This design comes from an exercise in tuning for small area, a short achievable clock period and few clock cycles per item on the open sky130 flow, not from production work. Only simulation tests tie the RTL to the original design; equivalence was not proved. Power is estimated from default activity; no workload was simulated.

--- flow/config.mk ---
export PLATFORM = sky130hd
export DESIGN_NAME = dijkstra_mod
export DESIGN_NICKNAME = dijkstra_mod
export VERILOG_FILES = /design/flow/design.v
export SDC_FILE = /design/flow/constraint.sdc
export NUM_CORES = 4
export LEC_CHECK = 0
export CAP_MARGIN = 20
export CORE_MARGIN = 2
export CORE_UTILIZATION = 30
export SLEW_MARGIN = 20
export SYNTH_MEMORY_MAX_BITS = 65536
--- flow/constraint.sdc ---
create_clock -name core_clock -period 20.0 [get_ports {clk}]
set_input_delay 4.0000 -clock core_clock [delete_from_list [all_inputs] [get_ports {clk}]]
set_output_delay 4.0000 -clock core_clock [all_outputs]
set_load 0.01 [all_outputs]
--- flow/design.v ---
`timescale 1ns / 1ps
module dijkstra_mod(
    input clk,
    input rst,
    input start,
    input [7:0] src,
    input [7:0] dest,
    output reg path_ready,
    output reg [95:0] path
    );
  function [7:0] attach(input [7:0] c);
    begin
      attach = c;
      if (c[3:0] == 4'd0) attach[3:0] = 4'd1;
      else case (c[7:4])
        4'h0: attach[7:4] = 4'h1;
        4'h2: attach[7:4] = (c[3] | (c[2] & c[1])) ? 4'h1 : 4'h3;
        4'h4: attach[7:4] = 4'h3;
        4'h5: attach[7:4] = 4'h6;
        4'h7: attach[7:4] = 4'h6;
        4'h8: attach[7:4] = 4'h9;
        4'hA: attach[7:4] = (c[3] | (c[2] & c[1])) ? 4'hB : 4'h9;
        4'hC: attach[7:4] = 4'hB;
        default: ;
      endcase
    end
  endfunction
  function is_stub(input [7:0] c);
    is_stub = (c[3:0] == 4'd0) || !(c[7:4] == 4'h1 || c[7:4] == 4'h3 || c[7:4] == 4'h6 || c[7:4] == 4'h9 || c[7:4] == 4'hB);
  endfunction
  function [28:0] step(input [28:0] h, input [63:0] m);
    begin
      step[0] = h[1] & m[2] | h[5] & m[10];    
      step[1] = h[0] & m[0] | h[2] & m[4];    
      step[2] = h[1] & m[3] | h[3] & m[6];    
      step[3] = h[2] & m[5] | h[4] & m[8];    
      step[4] = h[3] & m[7] | h[18] & m[40];    
      step[5] = h[0] & m[1] | h[6] & m[13] | h[10] & m[21];    
      step[6] = h[5] & m[11] | h[7] & m[15];    
      step[7] = h[6] & m[14] | h[8] & m[17];    
      step[8] = h[7] & m[16] | h[9] & m[19];    
      step[9] = h[8] & m[18] | h[14] & m[30];    
      step[10] = h[5] & m[12] | h[11] & m[23] | h[19] & m[43];    
      step[11] = h[10] & m[22] | h[12] & m[26];    
      step[12] = h[11] & m[24] | h[13] & m[28];    
      step[13] = h[12] & m[27] | h[14] & m[31];    
      step[14] = h[9] & m[20] | h[13] & m[29] | h[15] & m[33] | h[23] & m[52];    
      step[15] = h[14] & m[32] | h[16] & m[36];    
      step[16] = h[15] & m[34] | h[17] & m[38];    
      step[17] = h[16] & m[37] | h[18] & m[41];    
      step[18] = h[4] & m[9] | h[17] & m[39] | h[28] & m[62];    
      step[19] = h[11] & m[25] | h[20] & m[46] | h[24] & m[54];    
      step[20] = h[19] & m[44] | h[21] & m[48];    
      step[21] = h[20] & m[47] | h[22] & m[50];    
      step[22] = h[21] & m[49] | h[23] & m[53];    
      step[23] = h[15] & m[35] | h[22] & m[51];    
      step[24] = h[19] & m[45] | h[25] & m[56];    
      step[25] = h[24] & m[55] | h[26] & m[58];    
      step[26] = h[25] & m[57] | h[27] & m[60];    
      step[27] = h[26] & m[59] | h[28] & m[63];    
      step[28] = h[18] & m[42] | h[27] & m[61];    
    end
  endfunction
  function [7:0] code(input [28:0] h);
    begin
      code[0] = h[0] | h[2] | h[4] | h[5] | h[7] | h[9] | h[10] | h[12] | h[14] | h[16] | h[18] | h[19] | h[21] | h[23] | h[24] | h[26] | h[28];
      code[1] = h[1] | h[2] | h[6] | h[7] | h[11] | h[12] | h[15] | h[16] | h[20] | h[21] | h[25] | h[26];
      code[2] = h[1] | h[2] | h[8] | h[9] | h[13] | h[14] | h[15] | h[16] | h[22] | h[23] | h[25] | h[26];
      code[3] = h[3] | h[4] | h[17] | h[18] | h[27] | h[28];
      code[4] = h[0] | h[1] | h[2] | h[3] | h[4] | h[5] | h[6] | h[7] | h[8] | h[9] | h[19] | h[20] | h[21] | h[22] | h[23] | h[24] | h[25] | h[26] | h[27] | h[28];
      code[5] = h[5] | h[6] | h[7] | h[8] | h[9] | h[10] | h[11] | h[12] | h[13] | h[14] | h[15] | h[16] | h[17] | h[18] | h[24] | h[25] | h[26] | h[27] | h[28];
      code[6] = h[10] | h[11] | h[12] | h[13] | h[14] | h[15] | h[16] | h[17] | h[18];
      code[7] = h[19] | h[20] | h[21] | h[22] | h[23] | h[24] | h[25] | h[26] | h[27] | h[28];
    end
  endfunction
  function [28:0] onehot(input [7:0] c);
    begin
      onehot[0] = c == 8'h11;
      onehot[1] = c == 8'h16;
      onehot[2] = c == 8'h17;
      onehot[3] = c == 8'h18;
      onehot[4] = c == 8'h19;
      onehot[5] = c == 8'h31;
      onehot[6] = c == 8'h32;
      onehot[7] = c == 8'h33;
      onehot[8] = c == 8'h34;
      onehot[9] = c == 8'h35;
      onehot[10] = c == 8'h61;
      onehot[11] = c == 8'h62;
      onehot[12] = c == 8'h63;
      onehot[13] = c == 8'h64;
      onehot[14] = c == 8'h65;
      onehot[15] = c == 8'h66;
      onehot[16] = c == 8'h67;
      onehot[17] = c == 8'h68;
      onehot[18] = c == 8'h69;
      onehot[19] = c == 8'h91;
      onehot[20] = c == 8'h92;
      onehot[21] = c == 8'h93;
      onehot[22] = c == 8'h94;
      onehot[23] = c == 8'h95;
      onehot[24] = c == 8'hB1;
      onehot[25] = c == 8'hB6;
      onehot[26] = c == 8'hB7;
      onehot[27] = c == 8'hB8;
      onehot[28] = c == 8'hB9;
    end
  endfunction
  function [63:0] preds(input [7:0] s);
    begin
      preds[0] = (s[1] & s[2] & ~s[6] & ~s[7]) | (s[3] & ~s[6] & ~s[7]) | (s[0] & s[3]);    
      preds[1] = (~s[2] & ~s[3] & s[5]) | (~s[3] & s[7]) | (~s[0] & s[7]) | (~s[1] & s[2]) | (s[1] & s[6]) | (~s[0] & s[6]);    
      preds[2] = (~s[0] & ~s[1] & s[2] & ~s[7]) | (~s[1] & s[2] & ~s[6] & ~s[7]) | (~s[2] & ~s[3]);    
      preds[3] = (s[1] & s[2] & s[6]) | (s[0] & s[1] & s[2]) | (s[0] & s[2] & ~s[4]) | (s[2] & s[7]) | (s[3]);    
      preds[4] = (~s[1] & s[2] & ~s[6] & ~s[7]) | (~s[0] & s[1] & ~s[6] & ~s[7]) | (~s[4] & ~s[5] & s[6] & ~s[7]) | (~s[1] & ~s[2] & ~s[3]) | (s[1] & ~s[2] & ~s[7]) | (~s[0] & s[1] & ~s[2]);    
      preds[5] = (s[2] & s[5] & s[6]) | (s[0] & s[1] & s[7]) | (s[2] & s[4] & s[6]) | (s[2] & s[7]) | (s[3]);    
      preds[6] = (~s[0] & ~s[2] & ~s[3] & ~s[7]) | (~s[3] & ~s[4] & ~s[5] & ~s[7]) | (~s[0] & ~s[3] & ~s[6] & ~s[7]) | (~s[1] & ~s[2] & ~s[3]) | (s[1] & ~s[6] & ~s[7]);    
      preds[7] = (s[0] & s[1] & s[5] & s[6]) | (s[2] & s[5] & s[6]) | (s[0] & s[4] & s[6]) | (s[0] & ~s[1] & s[2]) | (s[2] & s[4] & s[6]) | (s[3] & s[7]) | (s[3] & s[6]) | (s[2] & s[7]) | (s[0] & s[3]) | (s[1] & s[7]);    
      preds[8] = (~s[2] & ~s[4] & ~s[5] & ~s[7]) | (~s[0] & s[3] & ~s[6] & ~s[7]) | (~s[1] & ~s[2] & ~s[3] & ~s[7]) | (s[1] & ~s[6] & ~s[7]);    
      preds[9] = (s[1] & s[5] & s[6]) | (s[3] & s[6]) | (s[4] & s[6]) | (~s[1] & s[2]) | (s[7]);    
      preds[10] = (s[1] & s[2] & ~s[6] & ~s[7]) | (s[3] & ~s[6] & ~s[7]) | (~s[5] & ~s[6] & ~s[7]);    
      preds[11] = (~s[4] & ~s[5] & s[6] & ~s[7]) | (s[1] & s[2] & s[6] & ~s[7]) | (s[1] & ~s[2] & ~s[6] & ~s[7]) | (~s[1] & s[2] & ~s[6] & ~s[7]) | (s[3] & s[6] & ~s[7]) | (s[0] & ~s[1] & s[2]) | (s[0] & s[3] & s[7]);    
      preds[12] = (~s[0] & ~s[1] & ~s[3] & s[5] & s[6]) | (s[1] & ~s[2] & s[4] & s[6]) | (~s[2] & ~s[3] & s[5] & s[6]) | (~s[1] & s[2] & s[4] & s[6]) | (~s[2] & ~s[3] & s[7]) | (s[1] & s[7]) | (~s[0] & s[7]);    
      preds[13] = (~s[0] & ~s[1] & ~s[3] & s[5] & s[6]) | (~s[0] & ~s[1] & ~s[3] & s[4] & ~s[5]) | (~s[2] & ~s[3] & s[5] & s[6]) | (~s[2] & ~s[3] & s[4] & ~s[5]) | (s[1] & s[2] & ~s[6]) | (~s[3] & ~s[4] & s[7]) | (s[3] & ~s[6] & ~s[7]) | (~s[1] & ~s[2] & ~s[3]);    
      preds[14] = (s[0] & s[1] & ~s[2] & ~s[6] & ~s[7]) | (s[0] & ~s[4] & ~s[5] & s[6] & ~s[7]) | (s[1] & s[2] & s[6] & ~s[7]) | (~s[1] & s[2] & ~s[6] & ~s[7]) | (~s[1] & ~s[4] & ~s[5] & s[6]) | (s[0] & ~s[1] & s[2]) | (s[3] & s[6]) | (s[3] & s[7]);    
      preds[15] = (s[0] & ~s[2] & s[4] & s[6]) | (s[1] & s[2] & ~s[6] & ~s[7]) | (~s[1] & ~s[2] & ~s[6] & ~s[7]) | (~s[2] & ~s[3] & s[5] & s[6]) | (~s[0] & ~s[2] & ~s[3]) | (~s[0] & s[1] & s[7]) | (~s[2] & ~s[3] & s[7]);    
      preds[16] = (s[0] & s[2] & s[7]) | (s[2] & s[6] & ~s[7]) | (~s[1] & s[2]) | (s[3] & s[7]) | (s[3] & s[6]);    
      preds[17] = (~s[2] & ~s[4] & ~s[5] & ~s[7]) | (~s[0] & ~s[2] & ~s[6] & ~s[7]) | (s[1] & ~s[6] & ~s[7]) | (~s[0] & ~s[2] & ~s[3]) | (~s[1] & ~s[2] & ~s[3]);    
      preds[18] = (s[0] & s[1] & s[5] & s[6]) | (s[2] & s[5] & s[6]) | (s[0] & s[1] & s[7]) | (s[0] & s[4] & s[6]) | (s[0] & ~s[1] & s[2]) | (s[2] & s[4] & s[6]) | (s[3] & s[6]) | (s[3] & s[7]) | (s[2] & s[7]) | (s[0] & s[3]);    
      preds[19] = (~s[1] & ~s[2] & ~s[3] & ~s[7]) | (~s[3] & ~s[4] & ~s[5] & ~s[7]) | (~s[0] & ~s[3] & ~s[6] & ~s[7]) | (s[1] & ~s[6] & ~s[7]);    
      preds[20] = (s[2] & s[5] & s[6]) | (s[1] & s[5] & s[6]) | (s[4] & s[6]) | (s[7]) | (s[3]);    
      preds[21] = (~s[4] & ~s[5] & ~s[7]) | (~s[6] & ~s[7]);    
      preds[22] = (s[2] & s[5] & s[6]) | (s[1] & s[5] & s[6]) | (s[4] & s[6]) | (s[3] & s[6]) | (s[7]);    
      preds[23] = (~s[1] & ~s[2] & ~s[3] & ~s[7]) | (s[1] & ~s[6] & ~s[7]) | (~s[4] & ~s[5] & ~s[7]) | (~s[0] & ~s[6] & ~s[7]);    
      preds[24] = (s[0] & s[1] & s[5] & s[6]) | (s[0] & s[4] & s[6]) | (s[2] & s[5] & s[6]) | (s[0] & ~s[1] & s[2]) | (s[2] & s[4] & s[6]) | (s[3] & s[6] & ~s[7]) | (s[0] & s[3]);    
      preds[25] = (~s[2] & ~s[3] & s[7]) | (s[1] & s[7]) | (~s[0] & s[7]);    
      preds[26] = (~s[0] & ~s[3] & s[7]) | (~s[1] & ~s[2] & ~s[3]) | (s[1] & ~s[4] & ~s[5]) | (~s[0] & ~s[2] & ~s[3]) | (s[1] & ~s[6]);    
      preds[27] = (s[2] & s[6] & ~s[7]) | (~s[1] & s[2] & ~s[7]) | (s[0] & ~s[1] & s[2]) | (s[3]);    
      preds[28] = (~s[2] & ~s[3] & s[5] & s[6]) | (s[1] & ~s[2] & s[4] & ~s[5]) | (~s[0] & s[1] & ~s[4] & ~s[5]) | (~s[0] & s[1] & ~s[6]) | (~s[1] & ~s[2] & ~s[3]) | (s[1] & ~s[2] & s[7]);    
      preds[29] = (s[1] & s[2] & s[6] & ~s[7]) | (s[0] & s[1] & ~s[6] & ~s[7]) | (s[0] & ~s[4] & ~s[5] & s[6]) | (~s[1] & s[2] & ~s[6]) | (~s[1] & ~s[4] & ~s[5]) | (s[0] & s[2]) | (s[3]);    
      preds[30] = (~s[1] & ~s[3] & ~s[6] & ~s[7]) | (s[1] & ~s[2] & ~s[6] & ~s[7]) | (~s[4] & ~s[5] & s[6] & ~s[7]);    
      preds[31] = (~s[0] & ~s[1] & ~s[3] & s[5] & s[6]) | (~s[2] & ~s[3] & s[5] & s[6]) | (~s[0] & ~s[2] & ~s[3] & s[7]) | (~s[1] & ~s[2] & ~s[3] & s[7]) | (~s[2] & ~s[3] & s[4] & s[6]) | (~s[1] & ~s[3] & s[4] & s[6]);    
      preds[32] = (s[0] & s[1] & s[7]) | (s[1] & s[2]) | (s[2] & s[7]) | (s[3]);    
      preds[33] = (~s[2] & ~s[3] & ~s[7]) | (~s[1] & s[2] & ~s[7]) | (~s[1] & ~s[2] & ~s[3]);    
      preds[34] = (s[0] & s[1] & s[2]) | (s[1] & s[2] & ~s[6]) | (s[6] & s[7]) | (s[3]);    
      preds[35] = (~s[1] & s[2] & s[7]) | (s[1] & ~s[2] & s[7]);    
      preds[36] = (~s[0] & ~s[3] & s[6] & ~s[7]) | (~s[1] & ~s[3]) | (~s[2] & ~s[3]);    
      preds[37] = (s[1] & s[2] & ~s[6]) | (s[6] & s[7]) | (s[3]);    
      preds[38] = (~s[3] & s[6] & ~s[7]) | (~s[1] & ~s[3]) | (~s[2] & ~s[3]);    
      preds[39] = (s[1] & s[2] & ~s[6]) | (s[3] & ~s[6]) | (s[6] & s[7]) | (s[0] & s[3]);    
      preds[40] = (s[1] & s[2] & ~s[6] & ~s[7]) | (~s[5] & ~s[6] & ~s[7]) | (s[3] & ~s[6] & ~s[7]);    
      preds[41] = (~s[3] & s[6] & ~s[7]) | (~s[2] & ~s[3] & s[5]) | (~s[5] & ~s[6] & s[7]) | (~s[0] & s[6] & ~s[7]) | (~s[1] & s[2]);    
      preds[42] = (s[1] & s[2] & s[7]) | (s[3] & s[7]);    
      preds[43] = (~s[7]);    
      preds[44] = (s[1] & ~s[2] & s[7]) | (~s[1] & s[2] & s[7]);    
      preds[45] = (s[1] & s[2] & s[7]) | (s[4] & s[5] & s[7]) | (s[3] & s[7]);    
      preds[46] = (~s[0] & ~s[1] & s[2] & ~s[7]) | (s[1] & s[2] & ~s[6]) | (~s[2] & ~s[3] & ~s[7]) | (~s[1] & ~s[2] & s[7]) | (~s[4] & ~s[5] & s[6]) | (~s[0] & s[3] & ~s[6]);    
      preds[47] = (s[0] & s[1] & ~s[2] & s[7]) | (s[1] & s[2] & s[6] & ~s[7]) | (s[0] & ~s[1] & s[2]) | (~s[1] & s[2] & s[7]) | (s[3] & s[6] & ~s[7]) | (s[0] & s[3] & ~s[5]);    
      preds[48] = (~s[2] & ~s[3] & ~s[7]) | (s[1] & s[2] & ~s[6]) | (~s[1] & ~s[2] & s[7]) | (~s[0] & ~s[2] & s[7]) | (s[6] & s[7]);    
      preds[49] = (s[2] & s[6] & ~s[7]) | (~s[1] & s[2]) | (s[3] & ~s[7]);    
      preds[50] = (~s[0] & ~s[2] & s[7]) | (~s[1] & ~s[2] & ~s[3]) | (~s[0] & s[1] & ~s[2]) | (~s[0] & s[1] & ~s[6]) | (s[1] & s[7]);    
      preds[51] = (~s[1] & s[2] & ~s[7]) | (s[0] & s[1] & ~s[7]) | (s[2] & s[6] & ~s[7]) | (s[0] & ~s[1] & s[2]) | (s[0] & s[3]) | (s[3] & ~s[7]);    
      preds[52] = (~s[7]) | (s[3]);    
      preds[53] = (~s[2] & ~s[3] & s[7]) | (~s[0] & s[2] & s[7]) | (s[1] & s[7]);    
      preds[54] = (~s[3] & ~s[5] & ~s[6]) | (s[1] & ~s[2]) | (~s[3] & ~s[7]) | (~s[0] & ~s[7]) | (~s[1] & s[2]);    
      preds[55] = (s[1] & s[2] & s[7]) | (s[3] & s[7]) | (s[0] & s[3]);    
      preds[56] = (~s[5] & ~s[6] & s[7]) | (~s[0] & ~s[1] & ~s[3]) | (~s[2] & ~s[3]);    
      preds[57] = (s[1] & s[2] & ~s[7]) | (s[0] & s[2] & s[5]) | (s[0] & s[2] & ~s[4]) | (s[3]);    
      preds[58] = (~s[5] & ~s[6] & s[7]) | (~s[0] & ~s[3] & s[7]) | (~s[2] & ~s[3]);    
      preds[59] = (s[2] & ~s[7]) | (s[3]);    
      preds[60] = (~s[0] & ~s[2] & ~s[3]) | (~s[0] & s[2] & s[7]) | (~s[1] & ~s[2] & ~s[3]) | (s[1] & s[7]);    
      preds[61] = (s[0] & ~s[1] & s[2]) | (s[0] & s[1] & ~s[7]) | (s[3] & ~s[7]) | (s[2] & ~s[7]) | (s[0] & s[3]);    
      preds[62] = (s[1] & ~s[7]) | (~s[1] & s[2]) | (s[3] & ~s[7]) | (~s[5] & ~s[7]);    
      preds[63] = (~s[1] & ~s[2] & ~s[3] & s[5]) | (~s[2] & ~s[3] & s[7]) | (~s[0] & s[3] & s[7]) | (s[1] & s[7]);    
    end
  endfunction
  reg [7:0] s_q;       
  reg [7:0] cur;       
  reg busy;
  reg [1:0] win;     
  wire [63:0] m = preds(s_q);
  wire sstub = is_stub(s_q);
  wire [28:0] h [0:4];
  wire [7:0] c [1:4];
  wire [4:0] nz;
  wire first = busy && cur != s_q && is_stub(cur);
  assign h[0] = busy ? onehot(cur) : 29'd0;
  assign h[1] = step(h[0], m) | (first ? onehot(attach(cur)) : 29'd0);
  assign h[2] = step(h[1], m);
  assign h[3] = step(h[2], m);
  assign h[4] = step(h[3], m);
  assign nz[0] = |h[0];
  assign nz[1] = |h[1];
  assign nz[2] = |h[2];
  assign nz[3] = |h[3];
  assign nz[4] = |h[4];
  assign c[1] = code(h[1]) | ((sstub && nz[0] && !nz[1]) ? s_q : 8'd0);
  assign c[2] = code(h[2]) | ((sstub && nz[1] && !nz[2]) ? s_q : 8'd0);
  assign c[3] = code(h[3]) | ((sstub && nz[2] && !nz[3]) ? s_q : 8'd0);
  assign c[4] = code(h[4]) | ((sstub && nz[3] && !nz[4]) ? s_q : 8'd0);
  wire fin = !nz[4] || c[4] == s_q || win == 2'd2;
  always @(posedge clk) begin
    cur <= busy ? c[4] : dest;
    win <= busy ? win + 2'd1 : 2'd0;
  end
  always @(posedge clk) begin
    if (rst) begin
      busy <= 1'b0;
      path_ready <= 1'b0;
    end else if (!busy) begin
      if (start) begin
        busy <= 1'b1;
        path_ready <= 1'b0;
        s_q <= src;
        path[7:0] <= dest;
        path[1*8 +: 8] <= c[1];
        path[2*8 +: 8] <= c[2];
        path[3*8 +: 8] <= c[3];
        path[4*8 +: 8] <= c[4];
        path[5*8 +: 8] <= c[1];
        path[6*8 +: 8] <= c[2];
        path[7*8 +: 8] <= c[3];
        path[8*8 +: 8] <= c[4];
        path[9*8 +: 8] <= c[1];
        path[10*8 +: 8] <= c[2];
        path[11*8 +: 8] <= c[3];
      end
    end else begin
      if (fin) begin
        busy <= 1'b0;
        path_ready <= 1'b1;
      end
      if (win == 2'd0) path[1*8 +: 8] <= c[1];
      if (win == 2'd0) path[2*8 +: 8] <= c[2];
      if (win == 2'd0) path[3*8 +: 8] <= c[3];
      if (win == 2'd0) path[4*8 +: 8] <= c[4];
      if (win == 2'd1) path[5*8 +: 8] <= c[1];
      if (win == 2'd1) path[6*8 +: 8] <= c[2];
      if (win == 2'd1) path[7*8 +: 8] <= c[3];
      if (win == 2'd1) path[8*8 +: 8] <= c[4];
      if (win == 2'd2) path[9*8 +: 8] <= c[1];
      if (win == 2'd2) path[10*8 +: 8] <= c[2];
      if (win == 2'd2) path[11*8 +: 8] <= c[3];
    end
  end
endmodule
--- flow/flow/run.sh ---
#!/bin/bash
# Standard ORFS layout (the standard.sh), with timing repair asked to reach a
# larger setup slack than the clock needs, so the layout runs faster, and the
# smallest buffer cell for the port buffers.  The clock period, SDC and all
# other settings are the standard flow's.
set -euo pipefail
export SETUP_SLACK_MARGIN=14.9
export BUFFER_PORTS_ARGS="-buffer_cell sky130_fd_sc_hd__buf_1"
bash standard.sh > standard_flow.log 2>&1
--- flow/standard.sh ---
#!/bin/bash
# synth_recipe.tcl (not shown) runs the flow's synth.tcl, then flattens the netlist and writes it again
# the make line also repeats each setting of config.mk as NAME=value (left out here)
make -C /OpenROAD-flow-scripts/flow DESIGN_CONFIG=/design/flow/config.mk WORK_HOME=/design/flow/orfs CLKGATE_MAP_FILE= SYNTH_SCRIPT=/design/flow/synth_recipe.tcl "${@:-finish}"
==> summary.txt, run 1 <==
Status
  • Status: complete, no violations

Timing
  • Endpoints failing setup: 0
  • WHS: between 0.4 and 0.5 ns
  • Max Freq: 0.192 GHz
  • Final hold vios: 0
  • RSZ-0062 raised after global routing: yes
  • Worst-Margin Slew: around 1.3 ns
  • Final worst-path cycle share: a little over a quarter
  • Normalized max-slew margin: 13.3%
  • Final Skew: 0.0317 ns
  • Final min period: roughly 5.2 ns
  • Post-route setup TNS: 0 ns
  • Max-slew violation count: 0

Synth
  • FF+latch count, synth: 116
  • Area leader, netlist: edfxtp_1
  • Number of synthesized flops with an enable pin: 104
  • Largest cells by area after synthesis: edfxtp_1 (34%), nand2_1 (5.2%), nor2_1 (3.7%), a21oi_1 (3.6%), o21ai_0 (2.8%)
  • Share of the synthesized area in the top cell type: around 34%
  • Sequential fraction of the synthesis area: 36.8%
  • Yosys warns: 1
  • Synth Instances: 1080
  • Most common flop cell mapped by yosys: edfxtp_1
  • Synth cell types: 88
  • Syn_nets: about 1100
  • Synth async-reset ratio: 0%
  • Mapped Area: 9140 um2
  • Avg Cell Area, Syn: 8.46 um2

Drt
  • Vias: approximately 11000
  • Routed wire length per instance: 30.4 um
  • Drt first pass iters: 6
  • Initial DRC count: 1444
  • Vias per cell: 6.68
  • Post-route DRC violation count: 0
  • WL final: 49300 um
  • Antenna Nets Post-Route: 0

Clock network
  • Root buf cell: clkbuf_16
  • Post-CTS Hold Fix Bufs: 0
  • Cts bufs inserted: 17
  • Clock Latency Late Sink: 0.44 ns
  • Clock Sinks: roughly 120
  • CTS tree: done
  • # H-tree levels: 4
  • Worst-path clk slew: 0.07 ns
  • Max Root-Sink Buffers: 2

GRT
  • Total GRT Usage: 30.1%
  • Grt total ovfl: 0
  • First-pass GRT wire length: about 70000 um
  • Pin count of the biggest net entering global routing: 78
  • Vias in the first global route: roughly 10000
  • Initial antenna violation count: 1

Die
  • Core box area: 29800 um2
  • Die area: 31900 um2
  • Io pins: 116
  • Die Wd: 179 um
  • Initial Util: 30.7%
  • Die height: ~180 um
  • Site row count: between 60 and 70

Setup path
  • Worst Path Arrival: 5.48 ns
  • Slowest stage cell, crit path: nor4bb_1
  • Buf/Inv on CP: 1
  • CP Capture Type: flip-flop
  • Worst Path Required: 20.28 ns
  • Worst r2r path cells: 15
  • Reg-to-reg slack, setup: 14.80 ns
  • Max stage delay on crit path: 0.80 ns
  • Critical R2R Capture: busy
  • CP delay by family, top: simple AND/OR/NAND/NOR gates
  • Max FO, Critical Path: 19
  • Launch point of the worst reg-to-reg path: cur[2]
  • CP Class: reg -> reg
  • Cell count along the critical path: 15
  • Worst-path cell chain: nor4bb_1 > nand3_1 > o32ai_1 > a21oi_1 > nor2_1 > a21oi_4 > o22ai_1 > a221oi_2 > buf_4 > o221ai_2 > nor3_4 > xnor2_1 > nand2_1 > nor4_4 > a311oi_1
  • Type of origin of the critical path: flip-flop

Finish
  • Final Instance Area: 11600 um2
  • Area grow syn2layout: 26.7%
  • Fillers: 3057
  • Commonest non-fill, non-tap cell in the layout: nand2_1
  • Highest-count cells in the layout ignoring fill and taps: nand2_1 (125), buf_1 (115), edfxtp_1 (104), nor2_1 (83), buf_4 (65)
  • Final #Nets: about 1200
  • Diode count: 0
  • Share of cells above drive strength 1: 17.8%
  • Area of the multi-input gates: 5940 um2
  • Final cell count without fillers: 1623
  • Storage cell area: about 3400 um2

Pwr
  • Worst IR drop on VDD: about 0.074 mV
  • Final Power: 0.00140 W
  • Power Dens Cells: approximately 120 nW/um2
  • Static leakage power: 4.38 nW

Hold path
  • Worst hold endpoint: win[0]
  • Min-delay src: win[0]
  • HP Class: reg -> reg
  • Worst hold path depth: 1

Placed design
  • Area post-placement: roughly 10000 um2
  • Final GP Congestion: 1.07
  • Placed cells: ~1500
  • Post-DP HPWL: 36000 um
  • Port Buffers: approximately 120

Run
  • Max cap viols: 0
==> worst max-delay path by stage <==
stage | start | end | slack [ns]
detailed placement | s_q[5] | busy | 13.35
CTS | rst | path[65] | 14.81
finish | cur[2] | busy | 14.80
floorplan | start | path[10] | 14.91
global route | rst | path[1] | 14.76
global placement | s_q[5] | busy | 13.28
==> metal layers <==
| metal | up-vias | wire, um | global-route usage (%) |
|---|---|---|---|
| li1 | 4500 | - | - |
| met1 | 5261 | 19400 | 40.1 |
| met2 | 894 | 21000 | 45.6 |
| met3 | 189 | 5810 | 7.29 |
| met4 | 2 | 2990 | 14.7 |
| met5 | - | 13 | 0 |
==> where the power goes <==
| part | internal, W | switching (W) |
|---|---|---|
| clock network | 0.000187 | 0.000131 |
| logic | 0.000203 | 0.000440 |
| registers | 0.000378 | 0.0000606 |
| total | 0.000767 | 0.000631 |
==> worst reg2reg max path, stage by stage, from the launching register on <==
cell      delay, ns
dfxtp_2        0.66
nor4bb_1       0.81
nand3_1        0.44
o32ai_1        0.32
a21oi_1        0.15
nor2_1         0.24
a21oi_4        0.11
o22ai_1        0.57
a221oi_2       0.12
buf_4          0.18
o221ai_2       0.11
nor3_4         0.12
xnor2_1        0.47
nand2_1        0.22
nor4_4         0.39
a311oi_1       0.14
==> cells by family after synthesis <==
kind of cell / Yosys count / synth area share (%)
AO/OA/AOI/OAI: 390 / 30.5
AND/OR/NAND/NOR: 454 / 25.9
buffers and inverters: 97 / 4.43
XOR/XNOR: 17 / 1.63
multiplexers: 3 / 0.329
adder cells (fa/ha/maj): 3 / 0.411
flip-flops: 116 / 36.8
==> final cells by class <==
cell class,instances,share of cell area [%]
clock buffer,17,3.67
clock inverter,15,1.46
inverter,28,0.907
multi-input combinational,868,51.3
sequential,116,29.1
tap,390,4.21
timing repair buffer,189,9.41
==> synth_stat cells (all sizes together) (14+ instances only) <==
library cell  number
nor2              89
buf               35
a211o             16
a22oi             21
nor3              36
and2              22
edfxtp           104
a211oi            21
o22ai             28
nor2b             19
inv               28
clkbuf            34
nor4              19
a21o              22
o21ai             59
nand2            127
o211ai            14
nand3             48
a21oi             66
==> registers in the layout, summed over array words and instances, names as in the netlist <==
name and flops:
busy 1, path 96, path_ready 1, s_q 8, cur 8, win 2
==> per-stage QoR <==
step,setup slack [ns],utilization (%)
2_1_floorplan,14.91,-
4_1_cts,14.81,37.3
5_1_grt,14.76,38.9
3_3_place_gp,13.28,33.7
6_report,14.80,38.9
3_5_place_dp,13.35,33.8
==> timing repair <==
item	in CTS	in global routing
pin swaps	12	16
cloned	1	2
gates resized for setup	63	57
buffers inserted	21	20
endpoints found under the setup margin	115	132
Testbench counts, summed over its fixed seeds: cycles 188, queries 64.
==> run 2: changes to the inputs <==
--- a/flow/flow/run.sh
+++ b/flow/flow/run.sh
@@ -4,6 +4,6 @@
 # smallest buffer cell for the port buffers.  The clock period, SDC and all
 # other settings are the standard flow's.
 set -euo pipefail
-export SETUP_SLACK_MARGIN=14.9
+export SETUP_SLACK_MARGIN=15.1
 export BUFFER_PORTS_ARGS="-buffer_cell sky130_fd_sc_hd__buf_1"
 bash standard.sh > standard_flow.log 2>&1
==> run 2 against run 1 <==
  * Setup slack improved by 0.21 ns
  * Die area is the same
  * Wire length grew 8.3%
  * Final area increased by 11%
  * Synthesized cell count unchanged
  * Register-to-register slack improved by 0.28 ns
  * Cell count increased by 4.7%
  * Non-clock buffer count up 76
  * Critical path type is now reg -> out
==> summary.txt, run 2 <==
Timing
  • RSZ-0062 raised after global routing: yes
  • Endpoints failing setup: 0 (unchanged)
  • Max Freq: 0.200 GHz (+4.2%)
  • Final min period: 4.99 ns (-0.210 ns)
  • WHS: 0.443 ns (-0.00506 ns)
  • Normalized max-slew margin: 33.8% (+20 points)
  • Max-slew violation count: 0 (unchanged)
  • Post-route setup TNS: 0 ns (unchanged)
  • Final worst-path cycle share: 25.0% (-1.1 points)
  • Worst-Margin Slew: 0.993 ns (-0.297 ns)
  • Final hold vios: 0 (unchanged)
  • Final Skew: 0.0130 ns (-0.0187 ns)

Finish
  • Diode count: 0 (unchanged)
  • Final #Nets: 1318 (+6.1%)
  • Max FFs per register: 96 (unchanged)
  • Highest-count cells in the layout ignoring fill and taps: nand2_1 (122), buf_4 (119), edfxtp_1 (104), clkbuf_2 (92), nor2_1 (82)
  • Area grow syn2layout: 41.0%
  • Most flops, register: path
  • Final Util: 43.3% (+4.4 points)
  • Final cell count without fillers: 1699 (+4.7%)
  • Share of cells above drive strength 1: 33.2% (+15 points)
  • Largest registers: path x96, cur x8, s_q x8
  • Commonest non-fill, non-tap cell in the layout: nand2_1

Clock network
  • Cts bufs inserted: 17 (unchanged)
  • Root buf cell: clkbuf_16
  • # H-tree levels: 4 (unchanged)
  • CTS tree: done
  • Clock Latency Late Sink: 0.43 ns (about the same)
  • Worst-path clk slew: 0.07 ns (about the same)
  • Post-CTS Hold Fix Bufs: 0 (unchanged)
  • Max Root-Sink Buffers: 2 (unchanged)
  • Clock Sinks: 116 (unchanged)

Die
  • Die Wd: 179 um (unchanged)
  • Die height: 179 um (unchanged)
  • Initial Util: 30.7% (unchanged)
  • Die area: 31900 um2 (unchanged)
  • Io pins: 116 (unchanged)
  • Core box area: 29800 um2 (unchanged)
  • Site row count: 63 (unchanged)

Pwr
  • Final Power: 0.00150 W (+7.0%)
  • Worst IR drop on VDD: 0.0837 mV (+13%)
  • Sw power: 0.000672 W (+6.4%)
  • Power Dens Cells: 116 nW/um2 (-3.9%)
  • Static leakage power: 5.19 nW (+19%)
  • Sequential Power Share: 29.4% (-1.9 points)
  • Internal power: 0.000824 W (+7.4%)
  • Switching Fraction: 44.9% (-0.23 points)
  • Clock Power Share: 21.5% (-1.2 points)
  • Combinational share of power: 49.1% (+3.1 points)

Setup path
  • Max stage delay on crit path: 0.41 ns (-0.39 ns)
  • Slowest stage cell, crit path: edfxtp_1
  • CP Class: reg -> out
  • Worst Path Required: 16.00 ns (-4.28 ns)
  • Worst-path cell chain: clkbuf_2
  • Type of origin of the critical path: flip-flop
  • Buf/Inv on CP: 1 (unchanged)
  • CP delay by family, top: flip-flops
  • Worst Path Arrival: 0.99 ns (-4.49 ns)
  • CP Capture Type: primary output
  • Max FO, Critical Path: 1 (-18)

Synth
  • Yosys warns: 1 (unchanged)
  • Syn_nets: 1102 (unchanged)
  • Largest cells by area after synthesis: edfxtp_1 (34%), nand2_1 (5.2%), nor2_1 (3.7%), a21oi_1 (3.6%), o21ai_0 (2.8%)
  • Number of synthesized flops with an enable pin: 104 (unchanged)
  • Synth async-reset ratio: 0% (unchanged)
  • Avg Cell Area, Syn: 8.46 um2 (unchanged)
  • Sequential fraction of the synthesis area: 36.8% (unchanged)
  • Synth cell types: 88 (unchanged)
  • Share of the synthesized area in the top cell type: 34.2% (unchanged)
  • Mapped Area: 9140 um2 (unchanged)
  • Synth Instances: 1080 (unchanged)
  • Most frequent cells after synthesis: nand2_1 (127), edfxtp_1 (104), nor2_1 (89)
  • Top-count cell post-synth: nand2_1
  • Area leader, netlist: edfxtp_1
  • FF+latch count, synth: 116 (unchanged)
  • Most common flop cell mapped by yosys: edfxtp_1

Placed design
  • Placed cells: 1552 (+0.32%)
  • Final GP Congestion: 1.05 (-1.5%)
  • Port Buffers: 115 (unchanged)
  • Post-DP HPWL: 37100 um (+2.9%)

GRT
  • Grt total ovfl: 0 (unchanged)
  • Pin count of the biggest net entering global routing: 63 (-19%)
  • Vias in the first global route: 10200 (+1.3%)
  • First-pass GRT wire length: 71700 um (+3.1%)
  • Initial antenna violation count: 1 (unchanged)
  • Total GRT Usage: 31.5% (+1.4 points)

Drt
  • Drt first pass iters: 7 (+1)
  • Routed wire length per instance: 31.4 um (+3.4%)
  • Initial DRC count: 1749 (+21%)
  • Vias: 11500 (+5.8%)
  • WL final: 53300 um (+8.3%)
  • Antenna Nets Post-Route: 0 (unchanged)
  • Post-route DRC violation count: 0 (unchanged)
  • Vias per cell: 6.75 (+1.1%)

Status
  • Status: complete, no violations

Hold path
  • HP Class: reg -> reg

Run
  • Max cap viols: 0 (unchanged)
## run 2: cell types whose count changed in the layout (fill, tap and decap cells not counted), moves of 4 or more
cell and change:
a21oi_2 +4, a21oi_1 -4, clkbuf_2 +92, buf_12 +8
buf_1 -93, o21ai_0 -8, buf_4 +54, a22oi_1 -4
buf_6 +6, a22oi_2 +4
## run 2: what timing repair did
action | in CTS | in global routing
cloned | 3 | 7
setup endpoints to repair | 274 | 216
pin swaps | 19 | 39
setup buffers | 44 | 61
gates resized for setup | 110 | 191
## run 2: worst paths after layout
| kind | from | endpoint | slack [ns] | cells past startpoint |
|---|---|---|---|---|
| max | path[33] | path[33] | 15.01 | 1 |
| min reg2reg | win[0] | win[0] | 0.44 | 1 |
| max reg2reg | s_q[1] | path_ready | 15.08 | 18 |
| min | win[0] | win[0] | 0.44 | 1 |
## run 2: final cells by class
class	count	area, um2
fillers	2984	16900
multi-input cells	868	6260
flip-flops and latches	116	3380
repair buffers	265	2070
well taps	390	488
clock buffers	17	425
clock inverters	15	170
inverters	28	109
## run 2: stage by stage
stage / setup WS (ns) / instance area, um2
after detailed placement: 13.28 / 10100
after global placement: 13.07 / 10100
after CTS: 14.88 / 11700
final: 15.01 / 12900
after floorplan: 14.93 / 9190
after global routing: 15.00 / 12900
## run 2: metal layers
layer / GRT usage [%] / up-vias / part of all wire [%]
met3: 8.33 / 248 / 12
met5: 0 / - / 0.022
met4: 16.5 / 2 / 6.9
met1: 41.3 / 5558 / 39
li1: - / 4668 / -
met2: 47.3 / 998 / 42
## run 2: cell families (layout without fill, tap and decap cells)
group	count (synthesis)	count (layout)	share of synthesized area (%)
AND/OR/NAND/NOR	454	454	25.9
AO/OA/AOI/OAI	390	391	30.5
flip-flops	116	116	36.8
buffers and inverters	97	325	4.43
XOR/XNOR	17	17	1.63
adder cells (fa/ha/maj)	3	3	0.411
multiplexers	3	3	0.329
## run 2: power groups by stage
stage          logic (W)  registers (W)  clock network, W
5_1_grt         0.000770       0.000445          0.000335
4_1_cts         0.000642       0.000439          0.000323
6_report        0.000735       0.000440          0.000321
3_5_place_dp    0.000576       0.000443                 0
2_1_floorplan   0.000351       0.000431                 0
3_3_place_gp    0.000574       0.000442                 0
==> run 3: changes to the inputs <==
--- a/flow/flow/run.sh
+++ b/flow/flow/run.sh
@@ -4,6 +4,6 @@
 # smallest buffer cell for the port buffers.  The clock period, SDC and all
 # other settings are the standard flow's.
 set -euo pipefail
-export SETUP_SLACK_MARGIN=15.1
+export SETUP_SLACK_MARGIN=15
 export BUFFER_PORTS_ARGS="-buffer_cell sky130_fd_sc_hd__buf_1"
 bash standard.sh > standard_flow.log 2>&1
==> run 3 against run 2 <==
  * Area after synthesis is the same
  * Cell count down 4.4%
  * Core utilization is 3.8 points lower
  * Critical endpoint is now path_ready
  * Highest routed layer is now met4
==> summary.txt, run 3 <==
Clock network
  • Clock Latency Late Sink: 0.43 ns (about the same)
  • Cts bufs inserted: 17 (unchanged)
  • Max Root-Sink Buffers: 2 (unchanged)
  • Worst-path clk slew: 0.07 ns (about the same)
  • Post-CTS Hold Fix Bufs: 0 (unchanged)
  • # H-tree levels: 4 (unchanged)
  • Clock Sinks: 116 (unchanged)
  • CTS tree: done
  • Root buf cell: clkbuf_16

Synth
  • Sequential fraction of the synthesis area: 36.8% (unchanged)
  • Synth Area in Compound Gates: 30.5% (unchanged)
  • Area leader, netlist: edfxtp_1
  • Syn_nets: 1102 (unchanged)
  • Adder-cell share of the synthesized area: 0.411% (unchanged)
  • Largest cells by area after synthesis: edfxtp_1 (34%), nand2_1 (5.2%), nor2_1 (3.7%), a21oi_1 (3.6%), o21ai_0 (2.8%)
  • Mux contribution to synthesized area: 0.328% (unchanged)
  • Yosys warns: 1 (unchanged)
  • Top-count cell post-synth: nand2_1
  • Synth Instances: 1080 (unchanged)
  • Synth cell types: 88 (unchanged)
  • Largest family of logic cells by synthesized area: compound AO/OA/AOI/OAI gates
  • Synth async-reset ratio: 0% (unchanged)
  • Number of synthesized flops with an enable pin: 104 (unchanged)
  • Most frequent cells after synthesis: nand2_1 (127), edfxtp_1 (104), nor2_1 (89)
  • Mapped Area: 9140 um2 (unchanged)
  • FF+latch count, synth: 116 (unchanged)
  • Most common flop cell mapped by yosys: edfxtp_1
  • Post-synthesis simple-gate area fraction: 25.9% (unchanged)
  • Share of the synthesized area in the top cell type: 34.2% (unchanged)
  • Xor/xnor share of the synthesized area: 1.63% (unchanged)
  • Avg Cell Area, Syn: 8.46 um2 (unchanged)

Die
  • Die area: 31900 um2 (unchanged)
  • Io pins: 116 (unchanged)
  • Die height: 179 um (unchanged)
  • Die Wd: 179 um (unchanged)
  • Initial Util: 30.7% (unchanged)
  • Site row count: 63 (unchanged)
  • Core box area: 29800 um2 (unchanged)

Setup path
  • Worst Path Arrival: 5.34 ns (+4.35 ns)
  • Critical R2R Capture: cur[5]
  • Type of origin of the critical path: input port
  • Max FO, Critical Path: 9 (+8)
  • Reg-to-reg slack, setup: 15.10 ns (+0.02 ns)
  • CP Capture Type: flip-flop
  • Setup crit start: rst
  • CP Class: in -> reg
  • Launch point of the worst reg-to-reg path: cur[2]
  • Worst Path Required: 20.32 ns (+4.32 ns)
  • Worst r2r path cells: 17 (-1)

Drt
  • Drt first pass iters: 8 (+1)
  • Vias: 11000 (-4.5%)
  • Antenna Nets Post-Route: 0 (unchanged)
  • WL final: 49300 um (-7.6%)
  • Vias per cell: 6.74 (-0.19%)
  • Post-route DRC violation count: 0 (unchanged)
  • Routed wire length per instance: 30.3 um (-3.4%)
  • Initial DRC count: 1767 (+1.0%)

Pwr
  • Worst IR drop on VDD: 0.0701 mV (-16%)
  • Power Dens Cells: 120 nW/um2 (+3.4%)
  • Static leakage power: 4.43 nW (-15%)

GRT
  • Grt total ovfl: 0 (unchanged)
  • Total GRT Usage: 30.4% (-1.1 points)
  • Vias in the first global route: 9849 (-3.3%)
  • Pin count of the biggest net entering global routing: 63 (unchanged)
  • First-pass GRT wire length: 69500 um (-3.1%)
  • Initial antenna violation count: 0 (-1)

Timing
  • Worst-Margin Slew: 1.08 ns (+0.0856 ns)
  • Max-slew violation count: 0 (unchanged)
  • Endpoints failing setup: 0 (unchanged)
  • Final hold vios: 0 (unchanged)
  • RSZ-0062 raised after global routing: yes
  • Final worst-path cycle share: 25.1% (+0.15 points)
  • WHS: 0.445 ns (+0.00197 ns)
  • Post-route setup TNS: 0 ns (unchanged)
  • Normalized max-slew margin: 27.5% (-6.3 points)
  • Final Skew: 0.0173 ns (+0.00432 ns)
  • Max Freq: 0.199 GHz (-0.59%)
  • Final min period: 5.02 ns (+0.0298 ns)

Hold path
  • Worst hold path depth: 1 (unchanged)
  • Worst hold endpoint: win[0]
  • Min-delay src: win[0]
  • HP Class: reg -> reg

Run
  • Max cap viols: 0 (unchanged)

Finish
  • Storage cell area: 3370 um2 (-0.19%)
  • Diode count: 0 (unchanged)
  • Largest registers: path x96, cur x8, s_q x8
  • Final #Nets: 1244 (-5.6%)
  • Commonest non-fill, non-tap cell in the layout: nand2_1
  • Area of the multi-input gates: 6060 um2 (-3.2%)
  • Area grow syn2layout: 28.5%
  • Fillers: 3085 (+3.4%)
  • Most flops, register: path
  • Highest-count cells in the layout ignoring fill and taps: nand2_1 (125), buf_1 (114), edfxtp_1 (104), nor2_1 (81), buf_4 (61)
  • Share of cells above drive strength 1: 19.1% (-14 points)
  • Max FFs per register: 96 (unchanged)

Placed design
  • Post-DP HPWL: 35800 um (-3.5%)
  • Final GP Congestion: 1.12 (+6.7%)
  • Port Buffers: 115 (unchanged)

Status
  • Status: complete, no violations
-- run 3: cell counts after synthesis --
Identical to the previous run, type by type.
-- run 3: kinds of logic (layout without fill, tap and decap cells) --
logic type | after synthesis | in the layout
mux | 3 | 3
simple gates | 454 | 454
fa+ha+maj | 3 | 3
flops | 116 | 116
xor+xnor | 17 | 17
buf+inv | 97 | 250
compound gates | 390 | 392
-- run 3: critical path, cell delays in order --
cell and delay (ns):
buf_1 0.76, inv_1 0.14, nand3_1 0.13, o31ai_1 0.07, a41o_1 0.23
-- run 3: how the worst max path moves through the flow --
stage	cells past startpoint	slack, ns	end
6_report	5	14.98	path_ready
5_1_grt	5	14.87	path_ready
4_1_cts	2	14.83	path[0]
3_5_place_dp	14	13.88	busy
3_3_place_gp	14	13.79	path[36]
2_1_floorplan	2	14.93	path[10]
-- run 3: per-stage QoR --
| stage | cell area (um2) | std cells | setup WS, ns | utilization (%) | power (W) |
|---|---|---|---|---|---|
| 2_1_floorplan | 9190 | 1080 | 14.93 | - | 0.000782 |
| 3_3_place_gp | 10000 | 1542 | 13.79 | 33.6 | 0.00101 |
| 3_5_place_dp | 10100 | 1544 | 13.88 | 33.8 | 0.00101 |
| 4_1_cts | 11200 | 1602 | 14.83 | 37.6 | 0.00135 |
| 5_1_grt | 11700 | 1625 | 14.87 | 39.4 | 0.00147 |
| 6_report | 11700 | 1625 | 14.98 | 39.4 | 0.00141 |
-- run 3: cell type report --
cell class                      instances  share of cell area, %
Clock buffer                           17                   3.62
Clock inverter                         15                   1.25
Inverter                               28                  0.895
Multi-Input combinational cell        869                   51.5
Sequential cell                       116                   28.7
Tap cell                              390                   4.15
Timing Repair Buffer                  190                   9.85
-- run 3: layer usage --
| layer | routed length [um] | GRT usage, % | vias up |
|---|---|---|---|
| met5 | 0 | 0 | - |
| met4 | 2850 | 13.6 | 0 |
| met3 | 5980 | 8.33 | 190 |
| met2 | 20700 | 45.3 | 895 |
| met1 | 19700 | 40.9 | 5335 |
| li1 | - | - | 4533 |
-- run 3: power breakdown --
group / leakage (nW) / switching (W) / internal, W / total, W
Combinational: 3.05 / 0.000455 / 0.000210 / 0.000665
Clock: 0.281 / 0.000131 / 0.000174 / 0.000305
Sequential: 1.10 / 0.0000614 / 0.000378 / 0.000439
Total: 4.43 / 0.000647 / 0.000762 / 0.00141
-- run 3: timing repair --
action | 4_1_cts | 5_1_grt
buffers inserted | 24 | 22
gates cloned | 2 | 1
endpoints found under the setup margin | 188 | 147
gates resized for setup | 76 | 71
pin swaps | 13 | 21
==> run 4: changes to the inputs <==
--- a/flow/config.mk
+++ b/flow/config.mk
@@ -8,5 +8,6 @@
 export CAP_MARGIN = 20
 export CORE_MARGIN = 2
 export CORE_UTILIZATION = 30
+export PLACE_DENSITY = 0.75
 export SLEW_MARGIN = 20
 export SYNTH_MEMORY_MAX_BITS = 65536
==> run 4 against run 3 <==
  * Clock-buffer cell count up 1
  * Sequential cell count unchanged
  * Register-to-register slack worse by 0.08 ns
  * Combinational power down 1%
  * Area after synthesis unchanged
  * Clock skew up 0.0070 ns
  * Largest power group unchanged
  * Global-route usage down 1.7 points
  * Core utilization down 0.48 points
  * Cell count up 0.25%
  * Sequential share of layout area up 0.40 points
  * Wire length down 4.2%
  * Setup slack worse by 0.12 ns
==> summary.txt, run 4 <==
Status
  • Status: complete, no violations

Finish
  • Max FFs per register: 96 (unchanged)
  • Most flops, register: path
  • Share of cells above drive strength 1: 18.1% (-1.0 points)
  • Commonest non-fill, non-tap cell in the layout: nand2_1
  • Final #Nets: 1246 (+0.16%)
  • Highest-count cells in the layout ignoring fill and taps: nand2_1 (125), buf_1 (113), edfxtp_1 (104), nor2_1 (84), buf_4 (65)
  • Largest registers: path x96, cur x8, s_q x8
  • Area grow syn2layout: 26.9%

Drt
  • Vias per cell: 6.78 (+0.63%)
  • Post-route DRC violation count: 0 (unchanged)
  • Antenna Nets Post-Route: 0 (unchanged)
  • Vias: 11000 (+0.88%)
  • Drt first pass iters: 6 (-2)
  • WL final: 47200 um (-4.2%)
  • Initial DRC count: 1746 (-1.2%)
  • Routed wire length per instance: 29.0 um (-4.4%)

Timing
  • Max-slew violation count: 0 (unchanged)
  • Max Freq: 0.195 GHz (-2.2%)
  • Post-route setup TNS: 0 ns (unchanged)
  • Normalized max-slew margin: 19.7% (-7.8 points)
  • Post-route worst setup slack: 14.86 ns (-0.115 ns)
  • Final Skew: 0.0243 ns (+0.00704 ns)
  • Final min period: 5.14 ns (+0.115 ns)
  • RSZ-0062 raised after global routing: yes
  • Final hold vios: 0 (unchanged)
  • Final worst-path cycle share: 25.7% (+0.58 points)
  • Worst-Margin Slew: 1.19 ns (+0.108 ns)
  • Endpoints failing setup: 0 (unchanged)

Clock network
  • # H-tree levels: 4 (unchanged)
  • Worst-path clk slew: 0.06 ns (about the same)
  • CTS tree: done
  • Clock Sinks: 116 (unchanged)
  • Max Root-Sink Buffers: 2 (unchanged)
  • Clock Latency Late Sink: 0.42 ns (about the same)
  • Root buf cell: clkbuf_16
  • Cts bufs inserted: 17 (unchanged)
  • Post-CTS Hold Fix Bufs: 0 (unchanged)

Setup path
  • Max FO, Critical Path: 24 (+15)
  • CP Capture Type: flip-flop
  • Worst Path Required: 20.02 ns (-0.30 ns)
  • Worst Path Arrival: 5.16 ns (-0.18 ns)
  • Type of origin of the critical path: input port
  • Reg-to-reg slack, setup: 15.02 ns (-0.08 ns)
  • CP Class: in -> reg

Synth
  • Synth Instances: 1080 (unchanged)
  • Avg Cell Area, Syn: 8.46 um2 (unchanged)
  • Mapped Area: 9140 um2 (unchanged)
  • Synth async-reset ratio: 0% (unchanged)
  • Area leader, netlist: edfxtp_1
  • FF+latch count, synth: 116 (unchanged)
  • Sequential fraction of the synthesis area: 36.8% (unchanged)
  • Syn_nets: 1102 (unchanged)
  • Share of the synthesized area in the top cell type: 34.2% (unchanged)
  • Most frequent cells after synthesis: nand2_1 (127), edfxtp_1 (104), nor2_1 (89)
  • Top-count cell post-synth: nand2_1
  • Yosys warns: 1 (unchanged)
  • Largest cells by area after synthesis: edfxtp_1 (34%), nand2_1 (5.2%), nor2_1 (3.7%), a21oi_1 (3.6%), o21ai_0 (2.8%)
  • Number of synthesized flops with an enable pin: 104 (unchanged)
  • Synth cell types: 88 (unchanged)
  • Most common flop cell mapped by yosys: edfxtp_1

GRT
  • Pin count of the biggest net entering global routing: 78 (+24%)
  • Vias in the first global route: 9848 (-0.010%)
  • First-pass GRT wire length: 67000 um (-3.5%)
  • Total GRT Usage: 28.8% (-1.7 points)
  • Grt total ovfl: 0 (unchanged)
  • Initial antenna violation count: 2 (+2)

Die
  • Die height: 179 um (unchanged)
  • Die area: 31900 um2 (unchanged)
  • Site row count: 63 (unchanged)
  • Core box area: 29800 um2 (unchanged)
  • Die Wd: 179 um (unchanged)
  • Initial Util: 30.7% (unchanged)
  • Io pins: 116 (unchanged)

Run
  • Max cap viols: 0 (unchanged)

Pwr
  • Power Dens Cells: 118 nW/um2 (-1.8%)
  • Static leakage power: 4.38 nW (-1.1%)
  • Worst IR drop on VDD: 0.0765 mV (+9.1%)

Placed design
  • Post-DP HPWL: 34800 um (-2.8%)
  • Final GP Congestion: 1.09 (-3.0%)
  • Pre-CTS setup slack: 13.86 ns (-0.0154 ns)
  • Port Buffers: 115 (unchanged)

Hold path
  • HP Class: reg -> reg
-- run 4: path summary, 6_finish.rpt --
| path | cells after the start | start | endpoint |
|---|---|---|---|
| worst max-delay path | 3 | start | path[84] |
| worst min-delay path | 1 | win[0] | win[0] |
| worst max register to register | 15 | cur[1] | path[27] |
| worst min register to register | 1 | win[0] | win[0] |
-- run 4: critical path: stages --
cell and delay, ns:
buf_1 0.25, nand2_8 0.11, a21oi_4 0.76
-- run 4: where the power goes --
part	switching (W)	total, W	internal [W]
clock	0.000115	0.000271	0.000156
sequential	0.0000593	0.000438	0.000379
combinational	0.000449	0.000657	0.000209
total	0.000623	0.00137	0.000744
-- run 4: cells by family (layout without fill, tap and decap cells) --
| logic type | count (synthesis) | after routing | synth area share, % |
|---|---|---|---|
| compound gates | 390 | 390 | 30.5 |
| xor+xnor | 17 | 17 | 1.63 |
| fa+ha+maj | 3 | 3 | 0.411 |
| buf+inv | 97 | 254 | 4.43 |
| flops | 116 | 116 | 36.8 |
| mux | 3 | 3 | 0.329 |
| other cells | 0 | 2 | 0 |
| simple gates | 454 | 454 | 25.9 |
-- run 4: final cells by class --
type	count	area [um2]
antenna	2	5.00
clock buffer	18	429
inverter	28	109
clock inverter	14	91.3
timing repair buffer	194	1160
fill	3071	18200
multi-input combinational	867	5950
tap	390	488
sequential	116	3370
-- run 4: stage by stage --
step | power, W | cells | cell area, um2 | utilization [%] | hold slack, ns
floorplan | 0.000782 | 1080 | 9190 | - | 0.402
global placement | 0.000990 | 1541 | 10000 | 33.6 | 0.415
detailed placement | 0.00100 | 1542 | 10000 | 33.7 | 0.425
CTS | 0.00131 | 1602 | 11100 | 37.1 | 0.438
global route | 0.00142 | 1627 | 11600 | 38.9 | 0.474
finish | 0.00137 | 1629 | 11600 | 38.9 | 0.437
-- run 4: per-layer routing --
| layer | vias to the layer above | GRT usage (%) | routed length, um |
|---|---|---|---|
| li1 | 4526 | - | - |
| met3 | 233 | 8.80 | 6370 |
| met4 | 2 | 14.3 | 3150 |
| met2 | 1016 | 42.8 | 19800 |
| met1 | 5272 | 37.5 | 17900 |
| met5 | - | 1.76 | 15 |
-- run 4: what timing repair did --
action                                  4_1_cts  5_1_grt
cloned                                        0        2
pin swaps                                    14       20
gates resized for setup                      66       62
endpoints found under the setup margin      203      134
hold endpoints to repair                      0        0
buffers inserted                             28       21
==> run 5: changes to the inputs <==
==> flow/config.mk (replaced) <==
export PLATFORM = sky130hd
export DESIGN_NAME = dijkstra_mod
export DESIGN_NICKNAME = dijkstra_mod
export VERILOG_FILES = /design/flow/design.v
export SDC_FILE = /design/flow/constraint.sdc
export NUM_CORES = 4
export LEC_CHECK = 0
export CAP_MARGIN = 0
export CORE_MARGIN = 2
export CORE_UTILIZATION = 30
export SLEW_MARGIN = 0
export SYNTH_MEMORY_MAX_BITS = 65536
==> run 5 against run 4 <==
  * Sequential cell count unchanged
  * Wire length is 4.5% higher
  * Sequential share of layout area shrank 0.29 points
  * Critical path depth up 13
  * Area after synthesis unchanged
  * Sequential power is essentially flat
  * Clock skew is 0.0018 ns higher
  * Core utilization up 0.36 points
  * Worst hold slack better by 0.0030 ns
  * First-iteration DRC count is 9.8% lower
  * Combinational power rose by 2%
==> summary.txt, run 5 <==
Pwr
  • Worst IR drop on VDD: 0.0694 mV (-9.3%)
  • Power Dens Cells: 121 nW/um2 (+2.7%)
  • Static leakage power: 4.40 nW (+0.49%)

GRT
  • Grt total ovfl: 0 (unchanged)
  • First-pass GRT wire length: 68000 um (+1.5%)
  • Total GRT Usage: 29.6% (+0.84 points)
  • Initial antenna violation count: 0 (-2)
  • Pin count of the biggest net entering global routing: 78 (unchanged)
  • Vias in the first global route: 9823 (-0.25%)

Clock network
  • CTS tree: done
  • Max Root-Sink Buffers: 2 (unchanged)
  • Cts bufs inserted: 17 (unchanged)
  • Root buf cell: clkbuf_16
  • Clock Sinks: 116 (unchanged)
  • Clock Latency Late Sink: 0.43 ns (about the same)
  • # H-tree levels: 4 (unchanged)
  • Worst-path clk slew: 0.07 ns (about the same)

Timing
  • Normalized max-slew margin: 27.7% (+8.0 points)
  • Post-route worst setup slack: 15.01 ns (+0.144 ns)
  • Final min period: 4.99 ns (-0.144 ns)
  • Final Skew: 0.0262 ns (+0.00183 ns)
  • Max Freq: 0.200 GHz (+2.9%)
  • RSZ-0062 raised after global routing: yes
  • Final hold vios: 0 (unchanged)
  • Post-route setup TNS: 0 ns (unchanged)
  • Max-slew violation count: 0 (unchanged)
  • Endpoints failing setup: 0 (unchanged)
  • Final worst-path cycle share: 25.0% (-0.72 points)
  • Worst-Margin Slew: 1.08 ns (-0.111 ns)

Die
  • Initial Util: 30.7% (unchanged)
  • Die height: 179 um (unchanged)
  • Site row count: 63 (unchanged)
  • Die area: 31900 um2 (unchanged)
  • Io pins: 116 (unchanged)
  • Die Wd: 179 um (unchanged)
  • Core box area: 29800 um2 (unchanged)

Drt
  • Routed wire length per instance: 30.5 um (+5.1%)
  • WL final: 49400 um (+4.5%)
  • Drt first pass iters: 6 (unchanged)
  • Antenna Nets Post-Route: 0 (unchanged)
  • Metal2 WL: 20400 um (+3.0%)
  • WL met3: 6570 um (+3.2%)
  • Max layer used: met4
  • Initial DRC count: 1575 (-9.8%)
  • Vias: 10900 (-1.2%)
  • Vias per cell: 6.74 (-0.67%)
  • Post-route DRC violation count: 0 (unchanged)
  • M1 WL: 19200 um (+7.2%)

Synth
  • Yosys warns: 1 (unchanged)
  • Largest cells by area after synthesis: edfxtp_1 (34%), nand2_1 (5.2%), nor2_1 (3.7%), a21oi_1 (3.6%), o21ai_0 (2.8%)
  • Synth Instances: 1080 (unchanged)
  • Most frequent cells after synthesis: nand2_1 (127), edfxtp_1 (104), nor2_1 (89)
  • Share of the synthesized area in the top cell type: 34.2% (unchanged)
  • Synth async-reset ratio: 0% (unchanged)
  • Top-count cell post-synth: nand2_1
  • Number of synthesized flops with an enable pin: 104 (unchanged)
  • FF+latch count, synth: 116 (unchanged)
  • Avg Cell Area, Syn: 8.46 um2 (unchanged)
  • Synth cell types: 88 (unchanged)
  • Syn_nets: 1102 (unchanged)
  • Most common flop cell mapped by yosys: edfxtp_1
  • Area leader, netlist: edfxtp_1
  • Sequential fraction of the synthesis area: 36.8% (unchanged)
  • Mapped Area: 9140 um2 (unchanged)

Hold path
  • HP Class: reg -> reg

Placed design
  • Post-DP HPWL: 35300 um (+1.7%)
  • Final GP Congestion: 1.12 (+3.1%)
  • Port Buffers: 115 (unchanged)
  • Pre-CTS setup slack: 13.87 ns (+0.0107 ns)

Setup path
  • CP Class: reg -> reg
  • Launch point of the worst reg-to-reg path: s_q[7]
  • Worst Path Required: 20.37 ns (+0.35 ns)
  • Worst Path Arrival: 5.36 ns (+0.20 ns)
  • Type of origin of the critical path: flip-flop
  • Critical R2R Capture: cur[5]
  • Worst r2r path cells: 16 (+1)
  • Reg-to-reg slack, setup: 15.01 ns (about the same)
  • Setup crit start: s_q[7]
  • Max FO, Critical Path: 39 (+63%)
  • Crit path to: cur[5]
  • CP Capture Type: flip-flop

Finish
  • Highest-count cells in the layout ignoring fill and taps: nand2_1 (126), buf_1 (113), edfxtp_1 (104), nor2_1 (82), buf_4 (54)
  • Commonest non-fill, non-tap cell in the layout: nand2_1
  • Max FFs per register: 96 (unchanged)
  • Area grow syn2layout: 28.1%
  • Final #Nets: 1240 (-0.48%)
  • Most flops, register: path
  • Diode count: 0 (-2)
  • Share of cells above drive strength 1: 18.4% (+0.33 points)
  • Largest registers: path x96, cur x8, s_q x8

Status
  • Status: complete, no violations

Run
  • Max cap viols: 0 (unchanged)
## run 5: cell counts after synthesis
Identical to the previous run, type by type.
## run 5: kinds of logic after synthesis
| logic type | count (synthesis) | share of synthesized area, % |
|---|---|---|
| compound gates | 390 | 30.5 |
| fa+ha+maj | 3 | 0.411 |
| buf+inv | 97 | 4.43 |
| mux | 3 | 0.329 |
| flops | 116 | 36.8 |
| simple gates | 454 | 25.9 |
| xor+xnor | 17 | 1.63 |
## run 5: worst min-delay path by stage
stage,slack [ns],to,cells past startpoint,start
floorplan,0.40,win[0],1,win[0]
global placement,0.42,win[0],1,win[0]
detailed placement,0.43,win[0],1,win[0]
CTS,0.45,win[0],1,win[0]
global route,0.49,win[0],1,win[0]
finish,0.44,win[0],1,win[0]
## run 5: per-stage QoR
step,instances,total power (W),hold WS (ns),util (%),instance area (um2)
finish,1621,0.00142,0.440,39.3,11700
floorplan,1080,0.000782,0.402,-,9190
detailed placement,1542,0.00100,0.430,33.6,10000
CTS,1593,0.00134,0.447,37.0,11000
global route,1621,0.00147,0.491,39.3,11700
global placement,1542,0.00101,0.420,33.6,10000
## run 5: cell type report
cell class                      count  area, um2
Timing Repair Buffer              185       1140
Multi-Input combinational cell    870       6030
Clock buffer                       17        425
Sequential cell                   116       3370
Fill cell                        3065      18100
Clock inverter                     15        145
Tap cell                          390        488
Inverter                           28        105
## run 5: power breakdown
group	internal [W]	leakage, nW	switching [W]	total, W
clock network	0.000174	0.277	0.000131	0.000305
registers	0.000378	1.10	0.0000614	0.000439
logic	0.000211	3.03	0.000460	0.000672
## run 5: repair_timing
action,4_1_cts,5_1_grt
gates resized for setup,66,78
pin swaps,9,18
hold buffers,0,0
endpoints found under the hold margin,0,0
endpoints found under the setup margin,202,165
gates cloned,0,4
buffers inserted,19,24
## run 5: worst max-delay path, cell delays in order (launching register included)
cell and delay, ns:
edfxtp_1 0.42, clkbuf_16 0.25, nor2_2 0.42, a22o_1 0.28, o21ai_2 0.17, a31oi_1 0.32, o21ai_1 0.24, a21oi_2 0.34
nor3_1 0.10, a2111oi_2 0.48, o221a_2 0.31, or3b_1 0.40, or3_1 0.46, nor4b_4 0.24, buf_4 0.19, a211o_1 0.19
a21o_1 0.10
## run 5: metal layers
metal	up-vias	track usage [%]
li1	4516	-
met4	0	14.0
met5	-	0
met3	217	7.78
met1	5248	39.8
met2	940	44.0

[afterwards: timing with drivers on the ports]
No port has a modelled driver above. Below, the same layouts with a new extraction and two added sets of constraints.
Step 1 assumes that a clkbuf_16 drives the clock port and a buf_2 every other input.
Step 2 moves the port delays by t, midway between the first and last clock arrival at a register: inputs arrive t later, outputs are due t later. That takes back most of the time a late clock gives input paths.
Slacks: no drivers / after step 1 / after step 2; pairs: no drivers / after step 1.
| run | t, ns | setup WS [ns] | latest minus earliest clock arrival (ns) |
|---|---|---|---|
| run 1 | 0.474 | 14.797 / 14.797 / 14.368 | 0.031 / 0.032 |
| run 2 | 0.479 | 15.007 / 14.956 / 14.726 | 0.015 / 0.014 |
| run 3 | 0.473 | 14.977 / 14.968 / 14.522 | 0.017 / 0.017 |
| run 4 | 0.456 | 14.862 / 14.873 / 14.417 | 0.025 / 0.024 |
| run 5 | 0.471 | 15.006 / 14.968 / 14.811 | 0.026 / 0.026 |
After both steps every run listed still meets setup and hold. For run 3, which loses most, drivers alone change the setup slack by -0.009 ns; drivers and shift together by -0.455 ns.
